Context: an optimization exercise on an open-source flow, tuned for small area and a short achievable clock period. The choices shown serve that exercise and are no tape-out recipe.
Only simulation tests tie the RTL to the original design; equivalence was not proved.

## flow/design.v (module list and top-level ports; edited modules follow where they fit)
// module PE: 1558 lines
module PE#(
    parameter d_width = 32,
    parameter a_width = 8,
    parameter iact_size =  5,
    parameter kernel_size = 3
)
(
    input start,
    input clk, rst_n,
    input [d_width -1 : 0] weight,
    input [d_width -1 : 0] iact,
    output reg load_weight,
    output reg load_iact,
    output reg done,
    output reg [d_width -1 : 0] pe_out
);
  // ...
==> flow/flow/run.sh <==
#!/bin/bash
# Layout flow: the standard layout (standard.sh) with these changes:
#  - the port buffers are buf_2 cells instead of the cell buffer_ports picks;
#  - timing repair aims at 7.0 ns of setup slack at the 10 ns clock, and
#    may only resize cells and swap pins (no buffers, no cloning).
set -euo pipefail
cat >> config.mk <<'EOC'
export BUFFER_PORTS_ARGS = -buffer_cell sky130_fd_sc_hd__buf_2
export SETUP_SLACK_MARGIN = 7.0
export SETUP_MOVE_SEQUENCE = sizeup,swap
EOC
bash standard.sh > standard.log 2>&1
==> flow/standard.sh <==
#!/bin/bash
# synth_recipe.tcl (not shown) runs the flow's synth.tcl, then flattens the netlist and writes it again
# the make line also repeats each setting of config.mk as NAME=value (left out here)
make -C /OpenROAD-flow-scripts/flow DESIGN_CONFIG=/design/flow/config.mk WORK_HOME=/design/flow/orfs CLKGATE_MAP_FILE= SYNTH_SCRIPT=/design/flow/synth_recipe.tcl "${@:-finish}"
==> flow/config.mk <==
export PLATFORM = sky130hd
export DESIGN_NAME = PE
export DESIGN_NICKNAME = PE
export VERILOG_FILES = /design/flow/design.v
export SDC_FILE = /design/flow/constraint.sdc
export NUM_CORES = 4
export LEC_CHECK = 0
export CAP_MARGIN = 20
export CORE_MARGIN = 2
export CORE_UTILIZATION = 60
export CTS_BUF_LIST = sky130_fd_sc_hd__clkbuf_16
export CTS_CLUSTER_DIAMETER = 100
export CTS_CLUSTER_SIZE = 32
export SLEW_MARGIN = 20
export TNS_END_PERCENT = 30
export BUFFER_PORTS_ARGS = -buffer_cell sky130_fd_sc_hd__buf_2
export SETUP_SLACK_MARGIN = 7.0
export SETUP_MOVE_SEQUENCE = sizeup,swap
==> flow/constraint.sdc <==
create_clock -name core_clock -period 10.0 [get_ports {clk}]
set_input_delay 2.0000 -clock core_clock [delete_from_list [all_inputs] [get_ports {clk}]]
set_output_delay 2.0000 -clock core_clock [all_outputs]
set_load 0.01 [all_outputs]
==> run notes, run 1 <==
most frequent cell after synthesis xnor2_1; Critical Path End Type output pin; ANT cells 0; number of global-route vias before repair about 19000; Synth Area in Compound Gates 0.116; Iter 0 DRT Violations 1283; status no timing/DRC/antenna violations; slowest CP cell dfrtp_1; ys flop type dfxtp_1; unrepaired setup endpoints after global routing yes; Initial Util 0.606; Ys Warns 1; R2R Setup Slk 6.85 ns; initial antenna violation count 0; fin util 0.657; non-clk buf share 0.0371; fmax ~320 MHz; crit share post-route 0.316; Non-clk invs 60; Setup crit end pe_out[29]; hold crit path type register to register; Max-cap violations 0; fill count 3710; DRC violations left 0; Synth Register Bits 444; synthesized area 26700 um^2; wire length on met3 just under 4 mm; Worst path max stage delay 0.43 ns; post-CTS setup repair buffer count 0; setup ws final a little under 7 ns; routing usage on met2 0.471; Tightest Pin Transition 1.09 ns; clkbuf count 19; clock tree buffer depth 3
==> run 2: changes to the inputs <==
==> flow/flow/run.sh (replaced) <==
#!/bin/bash
# Layout flow: the standard layout (standard.sh) with these changes:
#  - the port buffers are buf_2 cells instead of the cell buffer_ports picks;
#  - timing repair aims at 6.9 ns of setup slack at the 10 ns clock, and
#    may only resize cells and swap pins (no buffers, no cloning).
set -euo pipefail
cat >> config.mk <<'EOC'
export BUFFER_PORTS_ARGS = -buffer_cell sky130_fd_sc_hd__buf_2
export SETUP_SLACK_MARGIN = 6.9
export SETUP_MOVE_SEQUENCE = sizeup,swap
EOC
bash standard.sh > standard.log 2>&1
--- a/flow/config.mk
+++ b/flow/config.mk
@@ -14,5 +14,5 @@
 export SLEW_MARGIN = 20
 export TNS_END_PERCENT = 30
 export BUFFER_PORTS_ARGS = -buffer_cell sky130_fd_sc_hd__buf_2
-export SETUP_SLACK_MARGIN = 7.0
+export SETUP_SLACK_MARGIN = 6.9
 export SETUP_MOVE_SEQUENCE = sizeup,swap
==> run 2 against run 1 <==
  * Setup slack improved by 0.022 ns
  * Maximum frequency increased by 0.70%
  * Cell count about the same
  * Flip-flop and latch count unchanged
  * Non-clock buffer count unchanged
  * Register-to-register slack improved by 0.08 ns
  * Critical endpoint is now pe_out[28]
  * Global-route usage decreased by 0.45 points
  * Highest routed layer unchanged
==> run notes, run 2 <==
Layout area overhead 7.39%; Setup Viol. Count Final 0; initial antenna violation count 0 (unchanged); DIE WIDTH 215 um; Initial Util 0.606 (unchanged); RR Endpoint pe_out[31]; number of global-route vias before repair 19000 (-1.5%); Ys Warns 1 (unchanged); largest cells by area after synthesis dfxtp_1, xnor2_1, a22oi_1; drt pass-1 iters 6; Skew-Pair Late Insertion Delay 0.58 ns; Buf/Inv on CP 1; most frequent cell after synthesis xnor2_1; Clock Sinks 444; worst reg2reg path startpoint acc1_c[17]; Rows slightly below 80; Synth top cells by count xnor2_1, dfxtp_1, a22oi_1; CTS tree yes; synthesized area 26700 um^2 (unchanged); Post-DP HPWL 46.5 mm; GRT Resource Usage Total 0.278; worst min-delay path startpoint w2[18]; Routed WL 65.0 mm; hold buffer count at cts 0; GR Overflow Total 0; critical path class register to output pin; Avg Cell Area, Syn 9.65 um^2; sequential-to-total area share from yosys stat 0.342; clock tree buffer depth 3 (unchanged); Critical Path End Type output pin; Tightest Pin Transition 1.08 ns (-0.00553 ns); largest net degree at the start of global routing 65; slowest CP cell dfrtp_1; vias per cell 5.76; fill count 3694 (-0.43%); Die Ht 215 um; DIE AREA around 46000 um^2; Crit path required time 8.00 ns; most frequent cells in the layout xnor2_1, dfxtp_1, a22oi_1; ANT cells 0 (unchanged); cell family with most CP delay flip-flops; Vias 19200; post-layout minimum cycle time 3.14 ns; I/O Buffers ~100; Post-synth EDFFs 0; Pins Over Slew Limit 0; commonest non-fill, non-tap cell in the layout xnor2_1; Final Hold Fails 0; clk_skew 0.0378 ns; # H-tree levels 1; reg2reg path depth 14; Setup crit start kind register; clock transition at the registers of the reported paths 0.12 ns; worst-path maximum fanout 2; Hold Crit Endpoint w1[18]; mean routed wirelength per cell 19.5 um; Top-Level Pins 102; fin util 0.651 (-0.00637); R2R Setup Slk 6.93 ns (+0.08 ns); CTS root buffer clkbuf_16; core area ~44000 um^2; ys async rst share 0.104; Iter 0 DRT Violations 1444 (+13%); crit share post-route 0.314 (-0.00222); final net count 2873; Final ANT Viol Nets 0; CTS Buf Count 19; Worst Hold Path Cells 0; critical path, cell by cell buf_2; Synth top area share 0.299; fmax 318 MHz (+0.70%); hold crit path type register to register; unrepaired setup endpoints after global routing yes; ys flop type dfxtp_1; CP arrival 1.14 ns; status no timing/DRC/antenna violations; DRC violations left 0 (unchanged); setup TNS 0 ns; Max-cap violations 0 (unchanged); share of layout cells above drive strength 1 0.139; area leader, netlist dfxtp_1; GPL Wtd Cong approximately 0.87; relative max-transition margin 0.272; global-route wire length before repair 104 mm; Synth cell types between 60 and 70; Synth Register Bits 444 (unchanged); Post-Synthesis Cells 2764; Worst path max stage delay 0.42 ns (about the same); syn_nets between 2000 and 3000
==> run 2: kinds of logic (layout without fill, tap and decap cells) <==
group	after synthesis	after routing	share of synthesized area
XOR/XNOR	827	827	0.278
AO/OA/AOI/OAI	447	447	0.116
flip-flops	444	444	0.342
AND/OR/NAND/NOR	424	424	0.0705
adder cells (fa/ha/maj)	245	245	0.0990
buffers and inverters	244	230	0.0414
multiplexers	133	133	0.0537
==> run 2: stage by stage <==
step	hold WS (ns)	cell area, um^2	instances	setup slack (ns)
2_1_floorplan	0.310	26700	2764	6.91
3_3_place_gp	0.310	27400	3314	6.59
3_5_place_dp	0.312	27400	3314	6.55
4_1_cts	0.297	28200	3342	6.81
5_1_grt	0.313	28700	3342	6.74
6_report	0.313	28700	3342	6.86
==> run 2: what timing repair did <==
item | 4_1_cts | 5_1_grt
pin swaps | 20 | 51
gates resized for setup | 59 | 99
setup buffers | 0 | 0
endpoints found under the setup margin | 73 | 82
==> run 2: area by class of cell <==
type                       count  area (um^2)  area share
timing repair buffer         142          938      0.0327
clock buffer                  19          475      0.0166
inverter                      60          225     0.00786
tap                          592          741      0.0258
clock inverter                 9         97.6     0.00341
multi-input combinational   2076        17000       0.592
sequential                   444         9210       0.321
==> run 2: routing by layer <==
metal,global-route usage,wire length (um),up-vias
met5,0,0,-
met2,0.458,29800,589
met3,0.0268,3770,100
met4,0.0750,1680,0
met1,0.390,29800,9266
li1,-,-,9281
==> run 2: worst max-delay path by stage <==
stage	from	end	depth (start not counted)
5_1_grt	one[0]	acc0_s[25]	12
2_1_floorplan	acc0_s[18]	pe_out[30]	14
6_report	pe_out[28]	pe_out[28]	1
3_5_place_dp	w0[21]	acc0_s[22]	11
4_1_cts	pe_out[28]	pe_out[28]	1
3_3_place_gp	one[0]	acc0_s[25]	12
==> run 3: changes to the inputs <==
--- a/flow/config.mk
+++ b/flow/config.mk
@@ -12,7 +12,6 @@
 export CTS_CLUSTER_DIAMETER = 100
 export CTS_CLUSTER_SIZE = 32
 export SLEW_MARGIN = 20
-export TNS_END_PERCENT = 30
 export BUFFER_PORTS_ARGS = -buffer_cell sky130_fd_sc_hd__buf_2
 export SETUP_SLACK_MARGIN = 6.9
 export SETUP_MOVE_SEQUENCE = sizeup,swap
==> run 3 against run 2 <==
  * Sequential share of layout area fell by 0.073 points
  * Wire length is essentially flat
  * First-iteration DRC count fell by 5.5%
  * Critical endpoint unchanged
==> run notes, run 3 <==
Worst path max stage delay 0.43 ns (about the same); CP Depth 1 (unchanged); post-layout minimum cycle time 3.15 ns (+0.00502 ns); simple-gate share of the synthesized area 0.0705 (unchanged); hold crit path type register to register; post-CTS setup repair buffer count 0 (unchanged); Initial Util 0.606 (unchanged); ANT cells 0 (unchanged); Synth Area in Compound Gates 0.116 (unchanged); most frequent cell after synthesis xnor2_1; Buf/Inv on CP 1 (unchanged); Final Hold Fails 0 (unchanged); Clock Sinks 444 (unchanged); Max-cap violations 0 (unchanged); # H-tree levels 1 (unchanged); Pins Over Slew Limit 0 (unchanged); R2R Setup Slk 6.91 ns (-0.02 ns); fmax 318 MHz (-0.16%); CTS Buf Count 19 (unchanged); fin util 0.652 (+0.00148); mean routed wirelength per cell 19.4 um (about the same); unrepaired setup endpoints after global routing yes; RR Endpoint acc0_s[24]; global-route wire length before repair 104 mm (about the same); Synth Register Bits 444 (unchanged); synthesized area 26700 um^2 (unchanged); number of global-route vias before repair 19000 (-0.032%); Tightest Pin Transition 1.09 ns (+0.00651 ns); Final ANT Viol Nets 0 (unchanged); Setup Viol. Count Final 0 (unchanged); GR Overflow Total 0 (unchanged); Synth cell types 61 (unchanged); clock tree buffer depth 3 (unchanged); critical path class register to output pin; largest net degree at the start of global routing 65 (unchanged); cell family with most CP delay flip-flops; ys async rst share 0.104 (unchanged); Skew-Pair Late Insertion Delay 0.58 ns (about the same); DIE WIDTH 215 um (unchanged); Critical Path End Type output pin; Die Ht 215 um (unchanged); CTS tree yes; Setup crit start kind register; worst reg2reg path startpoint one[0]; CP arrival 1.15 ns (about the same); Setup crit end pe_out[28]; Synth Area in Adders 0.0990 (unchanged); status no timing/DRC/antenna violations; Synth top area share 0.299 (unchanged); initial antenna violation count 0 (unchanged); mux cell area share after synthesis 0.0537 (unchanged); core area 44000 um^2 (unchanged); Routed WL 65.0 mm (about the same); most frequent cells in the layout xnor2_1, dfxtp_1, a22oi_1; sequential-to-total area share from yosys stat 0.342 (unchanged); drt pass-1 iters 6 (unchanged); Post-synth EDFFs 0 (unchanged); clock transition at the registers of the reported paths 0.12 ns (about the same); CTS root buffer clkbuf_16; share of layout cells above drive strength 1 0.141 (+0.00182); Synth top cells by count xnor2_1, dfxtp_1, a22oi_1; slowest CP cell dfrtp_1; DRC violations left 0 (unchanged); Ys Warns 1 (unchanged); commonest non-fill, non-tap cell in the layout xnor2_1; critical path, cell by cell buf_2; GRT Resource Usage Total 0.278 (about the same); ys flop type dfxtp_1; crit share post-route 0.315 (+0.000502); syn_nets 2894 (unchanged); Crit path required time 8.00 ns (about the same); vias per cell 5.74 (-0.28%); clk_skew 0.0372 ns (-0.000630 ns); DIE AREA 46200 um^2 (unchanged); Worst setup startpoint pe_out[28]; area leader, netlist dfxtp_1; Post-Synth XOR/XNOR Area 0.278 (unchanged); setup TNS 0 ns (unchanged); I/O Buffers 101 (unchanged); Iter 0 DRT Violations 1364 (-5.5%); GPL Wtd Cong 0.869 (unchanged); Avg Cell Area, Syn 9.65 um^2 (unchanged); main combinational cell family by area after synthesis XOR/XNOR gates; relative max-transition margin 0.267 (-0.00439); largest cells by area after synthesis dfxtp_1, xnor2_1, a22oi_1; Top-Level Pins 102 (unchanged); reg2reg path depth 11 (-3); Post-DP HPWL 46.5 mm (unchanged); Vias 19200 (-0.28%); worst-path maximum fanout 2 (unchanged); final net count 2873 (unchanged); fill count 3680 (-0.38%); Rows 77 (unchanged); Layout area overhead 7.63%; Post-Synthesis Cells 2764 (unchanged)
[run 3: kinds of logic after synthesis]
logic type	Yosys count
XOR/XNOR	827
AO/OA/AOI/OAI	447
flip-flops	444
AND/OR/NAND/NOR	424
adder cells (fa/ha/maj)	245
buffers and inverters	244
multiplexers	133
[run 3: area by class of cell]
class	instances	area [um^2]	area share
Clock inverter	9	97.6	0.00340
Multi-Input combinational cell	2076	17000	0.592
Inverter	60	225	0.00784
Clock buffer	19	475	0.0166
Tap cell	592	741	0.0258
Timing Repair Buffer	142	980	0.0341
Sequential cell	444	9210	0.321
[run 3: worst reg2reg max path, stage by stage, from the launching register on]
cell and delay (ns):
dfxtp_2 0.36, buf_12 0.20, a22oi_1 0.21, xnor2_2 0.36, xor2_1 0.39, xnor2_1 0.16, xnor2_1 0.28, xnor2_1 0.16
xnor2_1 0.28, xor2_1 0.19, ha_1 0.26, nor2b_1 0.13
[run 3: worst min-delay path by stage]
stage,start,endpoint,slack [ns],cells after the start
after floorplan,r1[0],r0[0],0.31,0
after global routing,w2[19],w1[19],0.31,0
final,w2[18],w1[18],0.31,0
after CTS,w2[18],w1[18],0.30,0
after global placement,w2[29],w1[29],0.31,0
after detailed placement,r4[28],r3[28],0.31,0
[run 3: repair_timing]
action | 4_1_cts | 5_1_grt
pin swaps | 21 | 51
hold buffers | 0 | 0
setup endpoints to repair | 73 | 76
resized for setup | 65 | 106
[run 3: through the flow]
step / hold slack [ns] / cell area (um^2) / setup slack (ns) / cells
6_report: 0.312 / 28700 / 6.85 / 3342
4_1_cts: 0.297 / 28300 / 6.81 / 3342
3_3_place_gp: 0.310 / 27400 / 6.59 / 3314
3_5_place_dp: 0.312 / 27400 / 6.55 / 3314
2_1_floorplan: 0.310 / 26700 / 6.91 / 2764
5_1_grt: 0.313 / 28700 / 6.74 / 3342
[run 3: metal layers]
| layer | wire length, um | track usage | part of all wire | vias up |
|---|---|---|---|---|
| li1 | - | - | - | 9285 |
| met1 | 29700 | 0.390 | 0.46 | 9266 |
| met2 | 29900 | 0.458 | 0.46 | 536 |
| met3 | 3790 | 0.0268 | 0.058 | 95 |
| met4 | 1540 | 0.0750 | 0.024 | 0 |
| met5 | 0 | 0 | 0 | - |
==> run 4: changes to the inputs <==
--- a/flow/config.mk
+++ b/flow/config.mk
@@ -12,6 +12,7 @@
 export CTS_CLUSTER_DIAMETER = 100
 export CTS_CLUSTER_SIZE = 32
 export SLEW_MARGIN = 20
+export TNS_END_PERCENT = 60
 export BUFFER_PORTS_ARGS = -buffer_cell sky130_fd_sc_hd__buf_2
 export SETUP_SLACK_MARGIN = 6.9
 export SETUP_MOVE_SEQUENCE = sizeup,swap
==> run 4 against run 3 <==
  * Still clean on timing, DRC and antenna
  * Synthesized area is the same
  * Utilization is essentially flat
  * Clock skew shrank 0.0021 ns
  * Cell count is the same
  * Count of clock-buffer cells in the layout is the same
  * Worst hold slack gained 0.0034 ns
  * Sequential share of layout area is essentially flat
  * Global-route usage is the same
  * Register-to-register slack gained 0.02 ns
==> run notes, run 4 <==
Rows 77 (unchanged); syn_nets 2894 (unchanged); status no timing/DRC/antenna violations; drt pass-1 iters 6 (unchanged); I/O Buffers 101 (unchanged); CTS root buffer clkbuf_16; Post-DP HPWL 46.5 mm (unchanged); clock tree buffer depth 3 (unchanged); Ys Warns 1 (unchanged); Post-Synthesis Cells 2764 (unchanged); sequential-to-total area share from yosys stat 0.342 (unchanged); most frequent cell after synthesis xnor2_1; Buf/Inv on CP 1 (unchanged); largest net degree at the start of global routing 65 (unchanged); initial antenna violation count 0 (unchanged); Crit path required time 8.00 ns (about the same); ys flop type dfxtp_1; CTS tree yes; Setup crit start kind register; Max-cap violations 0 (unchanged); fin util 0.652 (about the same); # H-tree levels 1 (unchanged); relative max-transition margin 0.269 (+0.00168); most frequent cells in the layout xnor2_1, dfxtp_1, a22oi_1; CP arrival 1.15 ns (about the same); clock transition at the registers of the reported paths 0.12 ns (about the same); post-layout minimum cycle time 3.15 ns (-0.00121 ns); worst-path maximum fanout 2 (unchanged); synthesized area 26700 um^2 (unchanged); Critical Path End Type output pin; FF+latch area 9210 um^2 (unchanged); number of global-route vias before repair 19000 (-0.032%); fill count 3682 (+0.054%); Worst path max stage delay 0.43 ns (about the same); Die Ht 215 um (unchanged); share of layout cells above drive strength 1 0.141 (unchanged); ANT cells 0 (unchanged); cell family with most CP delay flip-flops; hold crit path type register to register; Setup Viol. Count Final 0 (unchanged); Pins Over Slew Limit 0 (unchanged); GPL Wtd Cong 0.869 (unchanged); Skew-Pair Late Insertion Delay 0.58 ns (about the same); GR Overflow Total 0 (unchanged); critical path class register to output pin; DRC violations left 0 (unchanged); Tightest Pin Transition 1.09 ns (-0.00249 ns); Final Hold Fails 0 (unchanged); slowest CP cell dfrtp_1; Multi-input gate area 17000 um^2 (unchanged); fmax 318 MHz (about the same); Iter 0 DRT Violations 1518 (+11%); Initial Util 0.606 (unchanged); Synth top area share 0.299 (unchanged); Final ANT Viol Nets 0 (unchanged); clk_skew 0.0351 ns (-0.00209 ns); Synth cell types 61 (unchanged); final net count 2873 (unchanged); GRT Resource Usage Total 0.278 (unchanged); crit share post-route 0.315 (about the same); unrepaired setup endpoints after global routing yes; global-route wire length before repair 104 mm (about the same); commonest non-fill, non-tap cell in the layout xnor2_1; Clock Sinks 444 (unchanged); Synth Register Bits 444 (unchanged); Synth top cells by count xnor2_1, dfxtp_1, a22oi_1; Avg Cell Area, Syn 9.65 um^2 (unchanged); largest cells by area after synthesis dfxtp_1, xnor2_1, a22oi_1; ys async rst share 0.104 (unchanged); Vias 19200 (+0.13%); area leader, netlist dfxtp_1; Layout area overhead 7.56% (about the same); vias per cell 5.75 (+0.13%); Top-Level Pins 102 (unchanged); DIE AREA 46200 um^2 (unchanged); critical path, cell by cell buf_2; mean routed wirelength per cell 19.4 um (-0.13%); Routed WL 64.9 mm (-0.13%); Post-synth EDFFs 0 (unchanged); DIE WIDTH 215 um (unchanged); setup TNS 0 ns (unchanged); core area 44000 um^2 (unchanged); CTS Buf Count 19 (unchanged)
run 4: cell types whose count changed in the layout (fill, tap and decap cells not counted):
cell / previous run / this run
buf_2: 97 / 100
buf_6: 17 / 14
run 4: repair_timing:
action,CTS,global route
setup endpoints to repair,73,79
pin swaps,21,51
hold buffers,0,0
setup buffers,0,0
resized for setup,61,107
run 4: area by class of cell:
cell class,instances,share of cell area
clock buffer,19,0.0166
clock inverter,9,0.00340
inverter,60,0.00785
multi-input combinational,2076,0.592
sequential,444,0.321
tap,592,0.0258
timing repair buffer,142,0.0335
run 4: cell families (layout without fill, tap and decap cells):
logic type | Yosys count | after routing | synth area share
buffers and inverters | 244 | 230 | 0.0414
adder cells (fa/ha/maj) | 245 | 245 | 0.0990
AND/OR/NAND/NOR | 424 | 424 | 0.0705
multiplexers | 133 | 133 | 0.0537
XOR/XNOR | 827 | 827 | 0.278
flip-flops | 444 | 444 | 0.342
AO/OA/AOI/OAI | 447 | 447 | 0.116
run 4: path summary, 6_finish.rpt:
kind                            start    endpoint  slack (ns)  cells after the start
max                        pe_out[28]  pe_out[28]        6.85                      1
min                            w2[18]      w1[18]        0.32                      0
max reg2reg                    one[0]  acc0_s[24]        6.93                     11
min reg2reg                    w2[18]      w1[18]        0.32                      0
max in group asynchronous       rst_n        tap4        8.14                      1
min in group asynchronous       rst_n   load_iact        1.43                      1
run 4: routing by layer:
metal / track usage / vias up / wire length, um
met5: 0 / - / 0
met4: 0.0750 / 0 / 1560
met3: 0.0268 / 93 / 3620
met2: 0.458 / 545 / 29800
met1: 0.390 / 9285 / 29900
li1: - / 9283 / -
run 4: stage by stage:
step	setup slack [ns]	instance area (um^2)	cells	hold WS (ns)
2_1_floorplan	6.91	26700	2764	0.310
3_3_place_gp	6.59	27400	3314	0.310
3_5_place_dp	6.55	27400	3314	0.312
4_1_cts	6.81	28200	3342	0.297
5_1_grt	6.74	28700	3342	0.313
6_report	6.85	28700	3342	0.315
==> run 5: changes to the inputs <==
--- a/flow/config.mk
+++ b/flow/config.mk
@@ -12,7 +12,7 @@
 export CTS_CLUSTER_DIAMETER = 100
 export CTS_CLUSTER_SIZE = 32
 export SLEW_MARGIN = 20
-export TNS_END_PERCENT = 60
+export TNS_END_PERCENT = 10
 export BUFFER_PORTS_ARGS = -buffer_cell sky130_fd_sc_hd__buf_2
 export SETUP_SLACK_MARGIN = 6.9
 export SETUP_MOVE_SEQUENCE = sizeup,swap
==> run 5 against run 4 <==
  * Clock skew is 0.0014 ns higher
  * Synthesized cell count stayed put
  * Die area stayed put
  * Via count is 0.28% higher
  * Still clean
==> run notes, run 5 <==
status no timing/DRC/antenna violations; Setup crit start kind register; critical path, cell by cell buf_2; hold buffer count at cts 0 (unchanged); CP arrival 1.14 ns (about the same); final net count 2873 (unchanged); Crit path required time 8.00 ns (about the same); Top-Level Pins 102 (unchanged); largest cells by area after synthesis dfxtp_1, xnor2_1, a22oi_1; post-layout minimum cycle time 3.14 ns (-0.00512 ns); ys flop type dfxtp_1; cell family with most CP delay flip-flops; DIE WIDTH 215 um (unchanged); Max-cap violations 0 (unchanged); Ys Warns 1 (unchanged); fmax 318 MHz (+0.16%); Critical Path End Type output pin; worst min-delay path startpoint w2[18]; worst-path maximum fanout 2 (unchanged); setup TNS 0 ns (unchanged); Cell Area, Placed 27400 um^2 (unchanged); core area 44000 um^2 (unchanged); Skew-Pair Late Insertion Delay 0.57 ns (about the same); critical path class register to output pin; global-route wire length before repair 104 mm (about the same); crit share post-route 0.314 (-0.000512); sequential-to-total area share from yosys stat 0.342 (unchanged); relative max-transition margin 0.278 (+0.00941); clock tree buffer depth 3 (unchanged); Iter 0 DRT Violations 1411 (-7.0%); synthesized area 26700 um^2 (unchanged); reg2reg path depth 10 (-1); GRT Resource Usage Total 0.278 (about the same); Clock Sinks 444 (unchanged); DIE AREA 46200 um^2 (unchanged); Worst Hold Path Cells 0 (unchanged); number of global-route vias before repair 19000 (+0.063%); most frequent cell after synthesis xnor2_1; RR Endpoint acc0_s[29]; Pins Over Slew Limit 0 (unchanged); vias per cell 5.76 (+0.28%); fill count 3711 (+0.79%); Post-Synthesis Cells 2764 (unchanged); Setup Viol. Count Final 0 (unchanged); Synth top area share 0.299 (unchanged); Avg Cell Area, Syn 9.65 um^2 (unchanged); cell area after layout 28500 um^2 (-0.65%); Die Ht 215 um (unchanged); Final ANT Viol Nets 0 (unchanged); Synth Register Bits 444 (unchanged); drt pass-1 iters 6 (unchanged); Layout area overhead 6.87%; commonest non-fill, non-tap cell in the layout xnor2_1; area leader, netlist dfxtp_1; mean routed wirelength per cell 19.4 um (+0.17%); Hold Crit Endpoint w1[18]; Vias 19300 (+0.28%); DRC violations left 0 (unchanged); Post-DP HPWL 46.5 mm (unchanged); R2R Setup Slk 6.86 ns (-0.07 ns); ANT cells 0 (unchanged); most frequent cells in the layout xnor2_1, dfxtp_1, a22oi_1; Worst path max stage delay 0.42 ns (about the same); GR Overflow Total 0 (unchanged); Tightest Pin Transition 1.07 ns (-0.0140 ns); Synth top cells by count xnor2_1, dfxtp_1, a22oi_1; largest net degree at the start of global routing 65 (unchanged); Rows 77 (unchanged); Buf/Inv on CP 1 (unchanged); unrepaired setup endpoints after global routing yes; Final Hold Fails 0 (unchanged); GPL Wtd Cong 0.869 (unchanged); worst reg2reg path startpoint two[4]; clk_skew 0.0364 ns (+0.00136 ns); Synth cell types 61 (unchanged); # H-tree levels 1 (unchanged); CTS tree yes; syn_nets 2894 (unchanged); initial antenna violation count 0 (unchanged); slowest CP cell dfrtp_1; CTS Buf Count 19 (unchanged); Initial Util 0.606 (unchanged); hold crit path type register to register; Post-synth EDFFs 0 (unchanged); CTS root buffer clkbuf_16; ys async rst share 0.104 (unchanged); share of layout cells above drive strength 1 0.130 (-0.0105); I/O Buffers 101 (unchanged); Routed WL 65.0 mm (+0.17%); clock transition at the registers of the reported paths 0.12 ns (about the same)
run 5: cell types whose count changed in the layout (fill, tap and decap cells not counted), moves of 4 or more:
cell	change
buf_6	-4
dfxtp_1	+5
xnor2_1	+12
buf_4	+7
xnor2_2	-12
run 5: worst max path at each step:
stage               start          to  slack (ns)  cells after the start
6_report       pe_out[28]  pe_out[28]        6.86                      1
5_1_grt            one[0]  acc0_s[29]        6.72                     12
4_1_cts        pe_out[28]  pe_out[28]        6.81                      1
3_5_place_dp       w0[21]  acc0_s[22]        6.55                     11
3_3_place_gp       one[0]  acc0_s[25]        6.59                     12
2_1_floorplan  acc0_s[18]  pe_out[30]        6.91                     14
run 5: area by class of cell:
type,count,area (um^2),area share
Clock inverter,9,97.6,0.00342
Multi-Input combinational cell,2076,16900,0.591
Tap cell,592,741,0.0260
Timing Repair Buffer,142,923,0.0324
Sequential cell,444,9200,0.323
Clock buffer,19,475,0.0167
Inverter,60,225,0.00790
run 5: metrics by stage:
stage,setup WS (ns),utilization,instances,hold WS (ns)
floorplan,6.91,-,2764,0.310
global placement,6.59,0.623,3314,0.310
detailed placement,6.55,0.623,3314,0.312
CTS,6.81,0.641,3342,0.297
global route,6.72,0.648,3342,0.313
finish,6.86,0.648,3342,0.311
run 5: logic make-up after synthesis:
| family | count (synthesis) | synth area share |
|---|---|---|
| adders and majority gates | 245 | 0.0990 |
| and+or+nand+nor | 424 | 0.0705 |
| AOI/OAI and AO/OA | 447 | 0.116 |
| DFF | 444 | 0.342 |
| xor gates and xnor gates | 827 | 0.278 |
| muxes | 133 | 0.0537 |
| buffers and inverters | 244 | 0.0414 |
run 5: metal layers:
metal,share of wire,vias to the layer above,GRT usage,wire length (um)
li1,-,9271,-,-
met1,0.46,9364,0.390,29900
met2,0.46,538,0.458,29900
met3,0.057,87,0.0268,3720
met4,0.023,0,0.0750,1520
met5,0,-,0,0
run 5: repair_timing:
action,4_1_cts,5_1_grt
cloned,0,0
buffers inserted,0,0
pin swaps,19,35
gates resized for setup,59,67
setup endpoints to repair,73,82
==> run 6: changes to the inputs <==
--- a/flow/config.mk
+++ b/flow/config.mk
@@ -12,7 +12,7 @@
 export CTS_CLUSTER_DIAMETER = 100
 export CTS_CLUSTER_SIZE = 32
 export SLEW_MARGIN = 20
-export TNS_END_PERCENT = 10
+export TNS_END_PERCENT = 20
 export BUFFER_PORTS_ARGS = -buffer_cell sky130_fd_sc_hd__buf_2
 export SETUP_SLACK_MARGIN = 6.9
 export SETUP_MOVE_SEQUENCE = sizeup,swap
==> run 6 against run 5 <==
  * Maximum frequency about the same
  * Sequential share of layout area down 0.089 points
  * Via count down 0.55%
  * Critical path depth unchanged
  * Worst hold slack worse by 0.0013 ns
  * Die area unchanged
==> run notes, run 6 <==
initial antenna violation count 0 (unchanged); Avg Cell Area, Syn 9.65 um^2 (unchanged); syn_nets 2894 (unchanged); share of layout cells above drive strength 1 0.138 (+0.00764); Vias 19200 (-0.55%); Rows 77 (unchanged); mean routed wirelength per cell 19.4 um (-0.16%); sequential-to-total area share from yosys stat 0.342 (unchanged); Worst Hold Slack 0.310 ns (-0.00129 ns); fill count 3698 (-0.35%); global-route wire length before repair 104 mm (unchanged); clk_skew 0.0393 ns (+0.00281 ns); most frequent cells in the layout xnor2_1, dfxtp_1, a22oi_1; number of global-route vias before repair 19000 (unchanged); fmax 318 MHz (about the same); Setup crit start kind register; Max-cap violations 0 (unchanged); post-layout minimum cycle time 3.14 ns (+0.000380 ns); Ys Warns 1 (unchanged); area leader, netlist dfxtp_1; Cell Count, Final, Fillers Out 3342 (unchanged); Initial Util 0.606 (unchanged); Die Ht 215 um (unchanged); slowest CP cell dfrtp_1; hold buffer count at cts 0 (unchanged); Final Hold Fails 0 (unchanged); drt pass-1 iters 5 (-1); critical path, cell by cell buf_2; Routed WL 64.9 mm (-0.16%); Post-DP HPWL 46.5 mm (unchanged); core area 44000 um^2 (unchanged); crit share post-route 0.314 (about the same); Synth top cells by count xnor2_1, dfxtp_1, a22oi_1; Buf/Inv on CP 1 (unchanged); ANT cells 0 (unchanged); ys async rst share 0.104 (unchanged); commonest non-fill, non-tap cell in the layout xnor2_1; CP arrival 1.14 ns (about the same); # H-tree levels 1 (unchanged); unrepaired setup endpoints after global routing yes; Setup Viol. Count Final 0 (unchanged); Pins Over Slew Limit 0 (unchanged); hold crit path type register to register; Worst path max stage delay 0.42 ns (about the same); I/O Buffers 101 (unchanged); relative max-transition margin 0.274 (-0.00466); status no timing/DRC/antenna violations; dpl cells 3314 (unchanged); CTS Buf Count 19 (unchanged); clock tree buffer depth 3 (unchanged); CTS root buffer clkbuf_16; ys flop type dfxtp_1; DRC violations left 0 (unchanged); post-CTS setup repair buffer count 0 (unchanged); largest net degree at the start of global routing 65 (unchanged); Synth Register Bits 444 (unchanged); vias per cell 5.73 (-0.55%); final net count 2873 (unchanged); Critical Path End Type output pin; critical path class register to output pin; GRT Resource Usage Total 0.278 (unchanged); DIE AREA 46200 um^2 (unchanged); worst-path maximum fanout 2 (unchanged); CTS tree yes; worst min-delay path startpoint w2[18]; Layout area overhead 7.30%; GR Overflow Total 0 (unchanged); Synth top area share 0.299 (unchanged); synthesized area 26700 um^2 (unchanged); most frequent cell after synthesis xnor2_1; Skew-Pair Late Insertion Delay 0.58 ns (about the same); setup TNS 0 ns (unchanged); Post-Synthesis Cells 2764 (unchanged); Clock Sinks 444 (unchanged); cell family with most CP delay flip-flops; Post-synth EDFFs 0 (unchanged); Tightest Pin Transition 1.08 ns (+0.00691 ns); worst reg2reg path startpoint w0[25]; clock transition at the registers of the reported paths 0.12 ns (about the same); GPL Wtd Cong 0.869 (unchanged); Final ANT Viol Nets 0 (unchanged); Top-Level Pins 102 (unchanged); Synth cell types 61 (unchanged); DIE WIDTH 215 um (unchanged); Worst setup startpoint pe_out[28]; R2R Setup Slk 6.92 ns (+0.06 ns); Crit path required time 8.00 ns (about the same); Iter 0 DRT Violations 1416 (+0.35%); largest cells by area after synthesis dfxtp_1, xnor2_1, a22oi_1
-- run 6: cell counts after synthesis --
Identical to the previous run, type by type.
-- run 6: cell type report --
| type | count | area, um^2 | area share |
|---|---|---|---|
| multi-input combinational | 2076 | 16900 | 0.592 |
| sequential | 444 | 9210 | 0.322 |
| timing repair buffer | 142 | 931 | 0.0325 |
| tap | 592 | 741 | 0.0259 |
| clock buffer | 19 | 475 | 0.0166 |
| inverter | 60 | 225 | 0.00787 |
| clock inverter | 9 | 97.6 | 0.00341 |
-- run 6: metrics by stage --
step            util  area, um^2  worst slack (ns)
3_3_place_gp   0.623       27400              6.59
4_1_cts        0.641       28200              6.81
6_report       0.650       28600              6.86
2_1_floorplan      -       26700              6.91
3_5_place_dp   0.623       27400              6.55
5_1_grt        0.650       28600              6.74
-- run 6: logic make-up after synthesis --
| family | after synthesis | share of synthesized area |
|---|---|---|
| muxes | 133 | 0.0537 |
| AOI/OAI and AO/OA | 447 | 0.116 |
| buffers and inverters | 244 | 0.0414 |
| and+or+nand+nor | 424 | 0.0705 |
| adders and majority gates | 245 | 0.0990 |
| DFF | 444 | 0.342 |
| xor gates and xnor gates | 827 | 0.278 |
-- run 6: what timing repair did --
| action | in CTS | in global routing |
|---|---|---|
| hold endpoints to repair | 0 | 0 |
| resized for setup | 59 | 94 |
| pin swaps | 20 | 44 |
| setup endpoints to repair | 73 | 82 |
| cloned | 0 | 0 |
-- run 6: worst register-to-register path: stages, from the launching register on --
cell and delay (ns):
dfxtp_1 0.57, a22oi_1 0.19, xnor2_1 0.50, xnor2_1 0.28, nor2_1 0.09, o21a_1 0.21, xnor2_1 0.14, xnor2_1 0.24
xnor2_1 0.20, xor2_1 0.18, ha_1 0.25, nor2b_1 0.13
-- run 6: per-layer routing --
layer | part of all wire | GRT usage | vias to the layer above
met3 | 0.057 | 0.0268 | 84
met4 | 0.024 | 0.0750 | 0
met1 | 0.46 | 0.390 | 9243
li1 | - | - | 9282
met5 | 0 | 0 | -
met2 | 0.46 | 0.458 | 546
-- run 6: worst paths after layout --
check,end,cells after the start
worst max-delay path,pe_out[28],1
worst min-delay path,w1[18],0
worst max register to register,acc0_s[26],11
worst min register to register,w1[18],0
max in group asynchronous,tap4,1
min in group asynchronous,load_iact,1
==> run 7: changes to the inputs <==
--- a/flow/config.mk
+++ b/flow/config.mk
@@ -7,12 +7,11 @@
 export LEC_CHECK = 0
 export CAP_MARGIN = 20
 export CORE_MARGIN = 2
-export CORE_UTILIZATION = 60
+export CORE_UTILIZATION = 65
 export CTS_BUF_LIST = sky130_fd_sc_hd__clkbuf_16
 export CTS_CLUSTER_DIAMETER = 100
 export CTS_CLUSTER_SIZE = 32
 export SLEW_MARGIN = 20
-export TNS_END_PERCENT = 20
 export BUFFER_PORTS_ARGS = -buffer_cell sky130_fd_sc_hd__buf_2
 export SETUP_SLACK_MARGIN = 6.9
 export SETUP_MOVE_SEQUENCE = sizeup,swap
==> run 7 against run 6 <==
  * Sequential share of layout area shrank 0.15 points
  * Largest cell class unchanged
  * Worst hold slack lost 0.0060 ns
  * Via count grew 2.4%
  * Wire length grew 1.9%
  * Synthesized area is the same
  * Global-route usage grew 2.8 points
==> run notes, run 7 <==
Iter 0 DRT Violations 1512 (+6.8%); fill count 3176 (-14%); post-CTS setup repair buffer count 0 (unchanged); area leader, netlist dfxtp_1; Synth top area share 0.299 (unchanged); most frequent cell after synthesis xnor2_1; global-route wire length before repair 104 mm (about the same); Synth cell types 61 (unchanged); Max-cap violations 0 (unchanged); worst-path maximum fanout 2 (unchanged); clock transition at the registers of the reported paths 0.12 ns (about the same); core area 40600 um^2 (-7.7%); hold crit path type register to register; largest cells by area after synthesis dfxtp_1, xnor2_1, a22oi_1; post-layout minimum cycle time 3.18 ns (+0.0416 ns); Tightest Pin Transition 0.944 ns (-0.134 ns); final net count 2870 (-0.10%); Critical Path End Type output pin; DIE WIDTH 207 um (-3.9%); Cell Area, Placed 27300 um^2 (-0.36%); cell area after layout 28800 um^2 (+0.45%); fmax 314 MHz (-1.3%); share of layout cells above drive strength 1 0.142 (+0.00379); DIE AREA 42700 um^2 (-7.6%); Setup crit start kind register; Routed WL 66.1 mm (+1.9%); critical path class register to output pin; syn_nets 2894 (unchanged); Setup Viol. Count Final 0 (unchanged); CTS root buffer clkbuf_16; GRT Resource Usage Total 0.306 (+0.0280); synthesized area 26700 um^2 (unchanged); crit share post-route 0.318 (+0.00416); FF+latch area 9210 um^2 (about the same); Die Ht 207 um (-3.9%); Multi-input gate area 17000 um^2 (+0.26%); setup TNS 0 ns (unchanged); Synth Register Bits 444 (unchanged); # H-tree levels 1 (unchanged); initial antenna violation count 1 (+1); cell family with most CP delay flip-flops; CP arrival 1.18 ns (+0.04 ns); Vias 19600 (+2.4%); drt pass-1 iters 6 (+1); Post-synth EDFFs 0 (unchanged); Layout area overhead 7.78%; CTS Buf Count 19 (unchanged); CTS tree yes; Skew-Pair Late Insertion Delay 0.57 ns (about the same); Clock Sinks 444 (unchanged); clock tree buffer depth 3 (unchanged); clk_skew 0.0318 ns (-0.00742 ns); commonest non-fill, non-tap cell in the layout xnor2_1; Rows 74 (-3.9%); sequential-to-total area share from yosys stat 0.342 (unchanged); mean routed wirelength per cell 20.2 um (+3.9%); Worst path max stage delay 0.45 ns (+0.03 ns); GR Overflow Total 0 (unchanged); critical path, cell by cell buf_2; Buf/Inv on CP 1 (unchanged); Post-DP HPWL 46.1 mm (-0.88%); relative max-transition margin 0.364 (+0.0906); number of global-route vias before repair 19300 (+1.5%); Initial Util 0.656 (+0.0504); Synth top cells by count xnor2_1, dfxtp_1, a22oi_1; most frequent cells in the layout xnor2_1, dfxtp_1, a22oi_1; unrepaired setup endpoints after global routing yes; ys flop type dfxtp_1; GPL Wtd Cong 0.880 (+1.2%); Ys Warns 1 (unchanged); Final Hold Fails 0 (unchanged); DRC violations left 0 (unchanged); largest net degree at the start of global routing 66 (+1.5%); Pins Over Slew Limit 0 (unchanged); Top-Level Pins 102 (unchanged); Avg Cell Area, Syn 9.65 um^2 (unchanged); ys async rst share 0.104 (unchanged); Post-Synthesis Cells 2764 (unchanged); Final ANT Viol Nets 0 (unchanged); vias per cell 5.98 (+4.4%); slowest CP cell dfrtp_1; status no timing/DRC/antenna violations; I/O Buffers 101 (unchanged); Crit path required time 8.00 ns (about the same)
-- run 7: changes by cell type in the layout (fill, tap and decap cells not counted), sizes merged --
cell    before  now
diode        0    1
buf        142  139
clkinv       1    3
inv         68   66
-- run 7: metrics by stage --
step	std cells	util	hold slack, ns	setup WS [ns]
after CTS	3279	0.694	0.289	6.79
final	3280	0.708	0.304	6.82
after global placement	3251	0.672	0.310	6.56
after global routing	3280	0.708	0.312	6.71
after detailed placement	3251	0.672	0.312	6.49
after floorplan	2764	-	0.310	6.91
-- run 7: area by class of cell --
cell class / instances / area share
antenna: 1 / 0.0000870
sequential: 444 / 0.320
multi-input combinational: 2076 / 0.591
clock buffer: 19 / 0.0165
inverter: 60 / 0.00783
tap: 532 / 0.0231
clock inverter: 9 / 0.00326
timing repair buffer: 139 / 0.0381
-- run 7: path summary, 6_finish.rpt --
check / cells after the start / from / end / slack [ns]
setup / recovery: 1 / pe_out[30] / pe_out[30] / 6.82
hold / removal: 0 / w1[16] / w0[16] / 0.30
setup reg to reg: 11 / one[0] / acc0_s[29] / 6.84
hold reg to reg: 0 / w1[16] / w0[16] / 0.30
max in group asynchronous: 1 / rst_n / clr / 8.14
min in group asynchronous: 1 / rst_n / load_iact / 1.43
-- run 7: metal layers --
| layer | vias to the layer above | part of all wire | global-route usage |
|---|---|---|---|
| met5 | - | 0 | 0 |
| met4 | 0 | 0.035 | 0.110 |
| met3 | 138 | 0.073 | 0.0391 |
| met2 | 745 | 0.46 | 0.499 |
| met1 | 9457 | 0.43 | 0.417 |
| li1 | 9280 | - | - |
-- run 7: cells by family (layout without fill, tap and decap cells) --
kind of cell,count (synthesis),after routing,share of synthesized area
multiplexers,133,133,0.0537
AND/OR/NAND/NOR,424,424,0.0705
AO/OA/AOI/OAI,447,447,0.116
flip-flops,444,444,0.342
XOR/XNOR,827,827,0.278
buffers and inverters,244,227,0.0414
adder cells (fa/ha/maj),245,245,0.0990
other,0,1,0
-- run 7: repair_timing --
action,CTS,global route
setup endpoints to repair,73,77
gates cloned,0,0
hold buffers,0,0
endpoints found under the hold margin,0,0
resized for setup,75,123
pin swaps,23,37
==> run 8: changes to the inputs <==
--- a/flow/config.mk
+++ b/flow/config.mk
@@ -12,6 +12,7 @@
 export CTS_CLUSTER_DIAMETER = 100
 export CTS_CLUSTER_SIZE = 32
 export SLEW_MARGIN = 20
+export TNS_END_PERCENT = 30
 export BUFFER_PORTS_ARGS = -buffer_cell sky130_fd_sc_hd__buf_2
 export SETUP_SLACK_MARGIN = 6.9
 export SETUP_MOVE_SEQUENCE = sizeup,swap
==> run 8 against run 7 <==
  * Still clean on timing, DRC and antenna
  * First-iteration DRC count is 8.9% higher
  * Design area is 0.49% lower
  * Global-route usage hardly changed
  * Critical endpoint unchanged
==> run notes, run 8 <==
status no timing/DRC/antenna violations; GPL Wtd Cong 0.880 (unchanged); Post-DP HPWL 46.1 mm (unchanged); dpl cells 3251 (unchanged); Iter 0 DRT Violations 1647 (+8.9%); Worst Hold Path Cells 0 (unchanged); Worst path max stage delay 0.46 ns (about the same); Post-synth EDFFs 0 (unchanged); ys async rst share 0.104 (unchanged); Critical Path End Type output pin; synthesized area 26700 um^2 (unchanged); hold crit path type register to register; # H-tree levels 1 (unchanged); setup ws final 6.81 ns (-0.00642 ns); largest net degree at the start of global routing 66 (unchanged); reg2reg path depth 12 (+1); GR Overflow Total 0 (unchanged); DIE WIDTH 207 um (unchanged); DRC violations left 0 (unchanged); Tightest Pin Transition 0.983 ns (+0.0393 ns); FF+latch area 9210 um^2 (about the same); Hold Crit Endpoint w0[16]; clock transition at the registers of the reported paths 0.11 ns (about the same); largest cells by area after synthesis dfxtp_1, xnor2_1, a22oi_1; ys flop type dfxtp_1; initial antenna violation count 1 (unchanged); fin util 0.704 (-0.00345); Ys Warns 1 (unchanged); Buf/Inv on CP 1 (unchanged); share of layout cells above drive strength 1 0.141 (-0.00109); area leader, netlist dfxtp_1; Vias 19500 (-0.46%); CTS root buffer clkbuf_16; Synth Register Bits 444 (unchanged); mean routed wirelength per cell 20.1 um (-0.32%); Setup Viol. Count Final 0 (unchanged); syn_nets 2894 (unchanged); critical path, cell by cell buf_2; Multi-input gate area 17000 um^2 (-0.12%); CTS tree yes; worst min-delay path startpoint w1[16]; Cell Count, Final, Fillers Out 3280 (unchanged); RR Endpoint acc0_s[29]; I/O Buffers 101 (unchanged); clk_skew 0.0347 ns (+0.00282 ns); Layout area overhead 7.26%; Clock Sinks 444 (unchanged); post-CTS setup repair buffer count 0 (unchanged); drt pass-1 iters 6 (unchanged); setup TNS 0 ns (unchanged); worst reg2reg path startpoint one[0]; final net count 2870 (unchanged); vias per cell 5.95 (-0.46%); Synth top area share 0.299 (unchanged); critical path class register to output pin; fmax 313 MHz (-0.20%); core area 40600 um^2 (unchanged); Final ANT Viol Nets 0 (unchanged); commonest non-fill, non-tap cell in the layout xnor2_1; Pins Over Slew Limit 0 (unchanged); fill count 3197 (+0.66%); Top-Level Pins 102 (unchanged); most frequent cells in the layout xnor2_1, dfxtp_1, a22oi_1; Post-Synthesis Cells 2764 (unchanged); worst-path maximum fanout 2 (unchanged); Max-cap violations 0 (unchanged); Place WS 6.49 ns (unchanged); number of global-route vias before repair 19300 (-0.052%); Synth cell types 61 (unchanged); DIE AREA 42700 um^2 (unchanged); clock tree buffer depth 3 (unchanged); Synth top cells by count xnor2_1, dfxtp_1, a22oi_1; R2R Setup Slk 6.84 ns (about the same); Avg Cell Area, Syn 9.65 um^2 (unchanged); most frequent cell after synthesis xnor2_1; GRT Resource Usage Total 0.306 (about the same); slowest CP cell dfrtp_1; Rows 74 (unchanged); unrepaired setup endpoints after global routing yes; crit share post-route 0.319 (+0.000642); Worst Hold Slack 0.301 ns (-0.00276 ns); global-route wire length before repair 104 mm (unchanged); CTS Buf Count 19 (unchanged); Routed WL 65.9 mm (-0.32%); Initial Util 0.656 (unchanged); sequential-to-total area share from yosys stat 0.342 (unchanged); Crit path required time 8.00 ns (about the same); Setup crit start kind register; post-layout minimum cycle time 3.19 ns (+0.00642 ns); Die Ht 207 um (unchanged); CP arrival 1.19 ns (about the same); hold buffer count at cts 0 (unchanged); relative max-transition margin 0.345 (-0.0196); Skew-Pair Late Insertion Delay 0.57 ns (about the same); cell family with most CP delay flip-flops; Final Hold Fails 0 (unchanged)
==> run 8: cell counts after synthesis <==
No cell type changed its count.
==> run 8: per-stage QoR <==
step                      area [um^2]
after floorplan                 26700
after global placement          27300
after detailed placement        27300
after CTS                       28200
after global routing            28600
final                           28600
==> run 8: logic make-up (layout without fill, tap and decap cells) <==
kind of cell    count (synthesis)  after routing  share of synthesized area
buf+inv                       244            227                     0.0414
mux                           133            133                     0.0537
simple gates                  424            424                     0.0705
compound gates                447            447                      0.116
fa+ha+maj                     245            245                     0.0990
other cells                     0              1                          0
xor+xnor                      827            827                      0.278
flops                         444            444                      0.342
==> run 8: layer usage <==
metal | GRT usage | part of all wire
met2 | 0.499 | 0.46
met4 | 0.110 | 0.034
met1 | 0.418 | 0.43
met3 | 0.0381 | 0.071
met5 | 0 | 0
==> run 8: worst max path at each step <==
| stage | start | end | slack [ns] | cells after the start |
|---|---|---|---|---|
| floorplan | acc0_s[18] | pe_out[30] | 6.91 | 14 |
| global placement | one[0] | acc0_s[29] | 6.56 | 11 |
| detailed placement | one[0] | acc0_s[29] | 6.49 | 11 |
| CTS | pe_out[30] | pe_out[30] | 6.79 | 1 |
| global route | one[0] | acc0_s[29] | 6.70 | 12 |
| finish | pe_out[30] | pe_out[30] | 6.81 | 1 |
==> run 8: layout make-up <==
class | count | area share
diodes | 1 | 0.0000874
flip-flops and latches | 444 | 0.322
clock inverters | 9 | 0.00328
clock buffers | 19 | 0.0166
multi-input cells | 2076 | 0.593
repair buffers | 139 | 0.0341
well taps | 532 | 0.0233
inverters | 60 | 0.00787
==> run 8: repair_timing <==
item,CTS,global route
gates resized for setup,65,111
pin swaps,23,36
endpoints found under the setup margin,73,81
==> run 9: changes to the inputs <==
--- a/flow/config.mk
+++ b/flow/config.mk
@@ -7,12 +7,11 @@
 export LEC_CHECK = 0
 export CAP_MARGIN = 20
 export CORE_MARGIN = 2
-export CORE_UTILIZATION = 65
+export CORE_UTILIZATION = 55
 export CTS_BUF_LIST = sky130_fd_sc_hd__clkbuf_16
 export CTS_CLUSTER_DIAMETER = 100
 export CTS_CLUSTER_SIZE = 32
 export SLEW_MARGIN = 20
-export TNS_END_PERCENT = 30
 export BUFFER_PORTS_ARGS = -buffer_cell sky130_fd_sc_hd__buf_2
 export SETUP_SLACK_MARGIN = 6.9
 export SETUP_MOVE_SEQUENCE = sizeup,swap
==> run 9 against run 8 <==
  * Non-clock buffer count grew 5
  * Via count shrank 0.87%
  * Cell count grew 2.8%
  * Design area grew 1.4%
  * Setup slack gained 0.044 ns
  * Global-route usage shrank 4.2 points
  * Clock skew grew 0.0065 ns
==> run notes, run 9 <==
status no timing/DRC/antenna violations; largest cells by area after synthesis dfxtp_1, xnor2_1, a22oi_1; Die Ht 224 um (+8.5%); vias per cell 5.74 (-3.6%); Synth Area in Adders 0.0990 (unchanged); Setup Viol. Count Final 0 (unchanged); setup ws final 6.85 ns (+0.0442 ns); GR Overflow Total 0 (unchanged); # H-tree levels 1 (unchanged); synthesized area 26700 um^2 (unchanged); Post-Synth XOR/XNOR Area 0.278 (unchanged); I/O Buffers 101 (unchanged); final net count 2877 (+0.24%); GPL Wtd Cong 0.845 (-4.0%); Vias 19400 (-0.87%); unrepaired setup endpoints after global routing yes; critical path, cell by cell buf_2; simple-gate share of the synthesized area 0.0705 (unchanged); share of layout cells above drive strength 1 0.149 (+0.00856); DIE WIDTH 224 um (+8.5%); CTS root buffer clkbuf_16; sequential-to-total area share from yosys stat 0.342 (unchanged); Synth top area share 0.299 (unchanged); GRT Resource Usage Total 0.264 (-0.0418); Routed WL 66.7 mm (+1.1%); mux cell area share after synthesis 0.0537 (unchanged); Buf/Inv on CP 1 (unchanged); clk_skew 0.0411 ns (+0.00647 ns); crit share post-route 0.315 (-0.00442); Synth Register Bits 444 (unchanged); main combinational cell family by area after synthesis XOR/XNOR gates; most frequent cells in the layout xnor2_1, dfxtp_1, a22oi_1; setup TNS 0 ns (unchanged); Pins Over Slew Limit 0 (unchanged); Worst path max stage delay 0.42 ns (-0.04 ns); relative max-transition margin 0.267 (-0.0773); post-layout minimum cycle time 3.15 ns (-0.0442 ns); hold crit path type register to register; Post-Synthesis Cells 2764 (unchanged); CP arrival 1.15 ns (-0.04 ns); Clock Sinks 444 (unchanged); CTS tree yes; clock transition at the registers of the reported paths 0.12 ns (about the same); mean routed wirelength per cell 19.8 um (-1.6%); Post-synth EDFFs 0 (unchanged); number of global-route vias before repair 19100 (-0.96%); fmax 318 MHz (+1.4%); Top-Level Pins 102 (unchanged); Crit path required time 8.00 ns (about the same); core area 47800 um^2 (+18%); ys flop type dfxtp_1; critical path class register to output pin; Synth cell types 61 (unchanged); clock tree buffer depth 3 (unchanged); Ys Warns 1 (unchanged); Post-DP HPWL 47.0 mm (+2.0%); Synth Area in Compound Gates 0.116 (unchanged); DIE AREA 50300 um^2 (+18%); Critical Path End Type output pin; Initial Util 0.558 (-0.0988); drt pass-1 iters 6 (unchanged); initial antenna violation count 0 (-1); Layout area overhead 8.75%; Synth top cells by count xnor2_1, dfxtp_1, a22oi_1; Final ANT Viol Nets 0 (unchanged); Place WS 6.48 ns (-0.00982 ns); most frequent cell after synthesis xnor2_1; ANT cells 0 (-1); Skew-Pair Late Insertion Delay 0.58 ns (about the same); Max-cap violations 0 (unchanged); Setup crit start kind register; Rows 80 (+8.1%); cell family with most CP delay flip-flops; ys async rst share 0.104 (unchanged); Tightest Pin Transition 1.10 ns (+0.116 ns); largest net degree at the start of global routing 80 (+21%); worst-path maximum fanout 2 (unchanged); CTS Buf Count 21 (+2); Avg Cell Area, Syn 9.65 um^2 (unchanged); commonest non-fill, non-tap cell in the layout xnor2_1; global-route wire length before repair 106 mm (+2.1%); slowest CP cell dfrtp_1; DRC violations left 0 (unchanged); area leader, netlist dfxtp_1; syn_nets 2894 (unchanged); Iter 0 DRT Violations 1431 (-13%); Final Hold Fails 0 (unchanged)
run 9: cell types whose count changed in the layout (fill, tap and decap cells not counted), moves of 3 or more:
cell and delta:
buf_12 -4, buf_2 -4, buf_6 +10, ha_1 +3, ha_2 -3, inv_6 -3
xnor2_1 -15, xnor2_2 +16, xor2_1 -5, xor2_2 +5
run 9: routing by layer:
layer  share of wire  wire length [um]  global-route usage  up-vias
li1                -                 -                   -     9300
met1            0.46             30600               0.370     9403
met2            0.46             30500               0.437      554
met3           0.060              4000              0.0290      102
met4           0.023              1530              0.0664        0
met5               0                 0                   0        -
run 9: cell type report:
type,instances,area (um^2)
clock inverter,12,166
tap,615,769
multi-input combinational,2076,17100
fill,4214,18800
clock buffer,21,526
timing repair buffer,144,1030
inverter,60,225
sequential,444,9200
run 9: per-stage QoR:
stage	hold slack (ns)	area [um^2]	util	instances
after floorplan	0.310	26700	-	2764
after global placement	0.310	27500	0.574	3339
after detailed placement	0.312	27500	0.574	3339
after CTS	0.329	28500	0.596	3372
after global routing	0.338	29000	0.606	3372
final	0.325	29000	0.606	3372
run 9: kinds of logic (layout without fill, tap and decap cells):
kind of cell | count (synthesis) | in the layout
xor+xnor | 827 | 827
mux | 133 | 133
compound gates | 447 | 447
fa+ha+maj | 245 | 245
flops | 444 | 444
buf+inv | 244 | 237
simple gates | 424 | 424
run 9: final timing paths:
check | from | endpoint | slack, ns | depth (start not counted)
setup / recovery | pe_out[8] | pe_out[8] | 6.85 | 1
setup reg to reg | acc0_s[18] | pe_out[30] | 6.86 | 14
max in group asynchronous | rst_n | ld_w | 8.04 | 2
hold / removal | w1[24] | w0[24] | 0.33 | 0
hold reg to reg | w1[24] | w0[24] | 0.33 | 0
min in group asynchronous | rst_n | load_iact | 1.51 | 2
run 9: repair_timing:
action / 4_1_cts / 5_1_grt
hold buffers: 0 / 0
pin swaps: 26 / 37
gates cloned: 0 / 0
endpoints found under the setup margin: 74 / 74
resized for setup: 84 / 108
setup buffers: 0 / 0
==> run 10: changes to the inputs <==
--- a/flow/config.mk
+++ b/flow/config.mk
@@ -7,11 +7,13 @@
 export LEC_CHECK = 0
 export CAP_MARGIN = 20
 export CORE_MARGIN = 2
-export CORE_UTILIZATION = 55
+export CORE_UTILIZATION = 60
 export CTS_BUF_LIST = sky130_fd_sc_hd__clkbuf_16
 export CTS_CLUSTER_DIAMETER = 100
 export CTS_CLUSTER_SIZE = 32
+export GPL_ROUTABILITY_DRIVEN = 0
 export SLEW_MARGIN = 20
+export TNS_END_PERCENT = 30
 export BUFFER_PORTS_ARGS = -buffer_cell sky130_fd_sc_hd__buf_2
 export SETUP_SLACK_MARGIN = 6.9
 export SETUP_MOVE_SEQUENCE = sizeup,swap
==> run 10 against run 9 <==
  * Maximum frequency about the same
  * Cell count is 0.92% lower
  * Flip-flop and latch count unchanged
  * Die area decreased by 8.2%
  * Count of clock-buffer cells in the layout is 1 lower
  * Global-route usage is 1.4 points higher
  * Setup slack improved by 0.00078 ns
  * Synthesized area unchanged
  * Critical path type is now register to register
==> run notes, run 10 <==
RR Endpoint pe_out[30]; CTS Buf Count 20 (-4.8%); largest cells by area after synthesis dfxtp_1, xnor2_1, a22oi_1; Synth Area in Compound Gates 0.116 (unchanged); unrepaired setup endpoints after global routing yes; initial antenna violation count 0 (unchanged); number of global-route vias before repair 18900 (-1.3%); reg2reg path depth 14 (unchanged); Critical Path End Type register; Setup crit start kind register; most frequent cell after synthesis xnor2_1; DRC violations left 0 (unchanged); met1 Use GR 0.393 (+0.0230); Synth top cells by count xnor2_1, dfxtp_1, a22oi_1; ys async rst share 0.104 (unchanged); cell area after layout 28700 um^2 (-0.94%); Iter 0 DRT Violations 1559 (+8.9%); R2R Setup Slk 6.86 ns (about the same); Tightest Pin Transition 0.992 ns (-0.106 ns); Layout area overhead 7.73%; CTS tree yes; Clock Sinks 444 (unchanged); Post-synth EDFFs 0 (unchanged); I/O Buffers 101 (unchanged); status no timing/DRC/antenna violations; Synth cell types 61 (unchanged); clk_skew 0.0262 ns (-0.0150 ns); relative max-transition margin 0.331 (+0.0639); Post-Synthesis Cells 2764 (unchanged); synthesized area 26700 um^2 (unchanged); most frequent cells in the layout xnor2_1, dfxtp_1, a22oi_1; CP arrival 3.59 ns (+2.44 ns); Ys Warns 1 (unchanged); Place WS 6.55 ns (+0.0680 ns); Crit path required time 10.44 ns (+2.44 ns); setup TNS 0 ns (unchanged); setup ws final 6.86 ns (+0.000780 ns); GR Overflow Total 0 (unchanged); post-layout minimum cycle time 3.14 ns (-0.000780 ns); Die Ht 215 um (-4.2%); Final Hold Fails 0 (unchanged); clock transition at the registers of the reported paths 0.12 ns (about the same); syn_nets 2894 (unchanged); Skew-Pair Late Insertion Delay 0.58 ns (about the same); crit share post-route 0.314 (about the same); Rows 77 (-3.8%); ANT cells 0 (unchanged); ys flop type dfxtp_1; Setup crit end pe_out[30]; largest net degree at the start of global routing 66 (-18%); CTS root buffer clkbuf_16; DIE WIDTH 215 um (-4.2%); # H-tree levels 1 (unchanged); met3 Use GR 0.0292 (+0.000157); sequential-to-total area share from yosys stat 0.342 (unchanged); clock tree buffer depth 3 (unchanged); drt pass-1 iters 6 (unchanged); Max-cap violations 0 (unchanged); Initial Util 0.606 (+0.0484); Routed WL 65.1 mm (-2.3%); core area 44000 um^2 (-8.0%); commonest non-fill, non-tap cell in the layout xnor2_1; Synth top area share 0.299 (unchanged); mean routed wirelength per cell 19.5 um (-1.4%); GRT Resource Usage Total 0.278 (+0.0138); worst-path maximum fanout 4 (+2); fmax 318 MHz (about the same); Top-Level Pins 102 (unchanged); mux cell area share after synthesis 0.0537 (unchanged); Avg Cell Area, Syn 9.65 um^2 (unchanged); Post-DP HPWL 46.2 mm (-1.8%); Vias 19300 (-0.19%); final net count 2871 (-0.21%); Synth Register Bits 444 (unchanged); Final ANT Viol Nets 0 (unchanged); Cell Area, Placed 27400 um^2 (-0.25%); vias per cell 5.78 (+0.73%); routing usage on met2 0.460 (+0.0230); global-route wire length before repair 103 mm (-2.3%); main combinational cell family by area after synthesis XOR/XNOR gates; Setup Viol. Count Final 0 (unchanged); worst reg2reg path startpoint acc1_s[18]; GRT Max-Usage Layer met2; hold crit path type register to register; DIE AREA 46200 um^2 (-8.2%); Post-Synth XOR/XNOR Area 0.278 (unchanged); share of layout cells above drive strength 1 0.138 (-0.0112); Worst setup startpoint acc1_s[18]; simple-gate share of the synthesized area 0.0705 (unchanged); fin util 0.653 (+0.0464); area leader, netlist dfxtp_1; Synth Area in Adders 0.0990 (unchanged); critical path class register to register; Pins Over Slew Limit 0 (unchanged)
-- run 10: final cells by class --
type | instances | area (um^2)
fill | 3645 | 15300
timing repair buffer | 139 | 952
clock inverter | 10 | 191
clock buffer | 20 | 500
inverter | 60 | 225
multi-input combinational | 2076 | 16900
sequential | 444 | 9220
tap | 592 | 741
-- run 10: critical path, cell delays in order (launching register included) --
cell,delay (ns)
dfxtp_4,0.38
maj3_2,0.35
xnor2_2,0.16
xnor2_2,0.18
ha_4,0.24
a21o_1,0.17
a21o_1,0.16
a21oi_2,0.16
o21ai_2,0.08
a221oi_2,0.24
a21bo_4,0.28
a31oi_4,0.20
o21bai_1,0.13
nor3b_1,0.21
nor4_1,0.07
-- run 10: per-layer routing --
| layer | vias to the layer above | share of wire | wire length [um] |
|---|---|---|---|
| met5 | - | 0 | 0 |
| met4 | 0 | 0.025 | 1600 |
| met3 | 91 | 0.059 | 3860 |
| met2 | 600 | 0.46 | 29900 |
| met1 | 9361 | 0.46 | 29800 |
| li1 | 9270 | - | - |
-- run 10: through the flow --
stage | hold slack [ns] | std cells
6_report | 0.320 | 3341
4_1_cts | 0.322 | 3341
3_5_place_dp | 0.312 | 3311
2_1_floorplan | 0.310 | 2764
5_1_grt | 0.320 | 3341
3_3_place_gp | 0.310 | 3311
-- run 10: worst min-delay path by stage --
stage | cells past startpoint | from | end | slack (ns)
floorplan | 0 | r1[0] | r0[0] | 0.31
global placement | 0 | w2[2] | w1[2] | 0.31
detailed placement | 0 | r3[19] | r2[19] | 0.31
CTS | 0 | w1[19] | w0[19] | 0.32
global route | 0 | w1[17] | w0[17] | 0.32
finish | 0 | w1[17] | w0[17] | 0.32
-- run 10: what timing repair did --
action                     CTS  global route
setup endpoints to repair   78            82
setup buffers                0             0
hold buffers                 0             0
pin swaps                   25            19
resized for setup           77            87
hold endpoints to repair     0             0
-- run 10: cells by family after synthesis --
kind of cell               Yosys count
AOI/OAI and AO/OA                  447
xor gates and xnor gates           827
adders and majority gates          245
buffers and inverters              244
DFF                                444
muxes                              133
and+or+nand+nor                    424

-- afterwards: timing with drivers on the ports --
No port has a modelled driver above. Below, the same layouts with a new extraction and two added sets of constraints.
Step 1 (the two cells are an assumption about what drives the block):
set clk [get_ports {clk}]
set_driving_cell -lib_cell sky130_fd_sc_hd__clkbuf_16 $clk
set_driving_cell -lib_cell sky130_fd_sc_hd__buf_2 [delete_from_list [all_inputs] $clk]
Step 2 adds t to the input delays and takes it off the output delays; t is the mean of the earliest and latest rising clock arrival at the registers after step 1. Input paths then give back, and output paths get back, about the clock's delay inside the block.
Slacks: ideal / step 1 / step 2; pairs: ideal / step 1.
| run | t (ns) | setup WS [ns] | clock arrival spread, ns |
|---|---|---|---|
| run 1 | 0.625 | 6.835 / 6.776 / 6.528 | 0.035 / 0.035 |
| run 2 | 0.617 | 6.857 / 6.798 / 6.826 | 0.037 / 0.038 |
| run 3 | 0.616 | 6.852 / 6.793 / 6.828 | 0.037 / 0.038 |
| run 4 | 0.617 | 6.853 / 6.795 / 6.829 | 0.035 / 0.035 |
| run 5 | 0.615 | 6.859 / 6.800 / 6.823 | 0.036 / 0.037 |
| run 6 | 0.615 | 6.858 / 6.799 / 6.826 | 0.040 / 0.039 |
| run 7 | 0.613 | 6.817 / 6.759 / 6.654 | 0.035 / 0.036 |
| run 8 | 0.611 | 6.810 / 6.753 / 6.670 | 0.037 / 0.036 |
| run 9 | 0.622 | 6.854 / 6.792 / 6.465 | 0.042 / 0.042 |
| run 10 | 0.624 | 6.855 / 6.806 / 6.841 | 0.026 / 0.026 |
After both steps setup and hold are still met in every run listed. For run 9, which loses most, drivers alone change the setup slack by -0.062 ns; drivers and shift together by -0.389 ns.
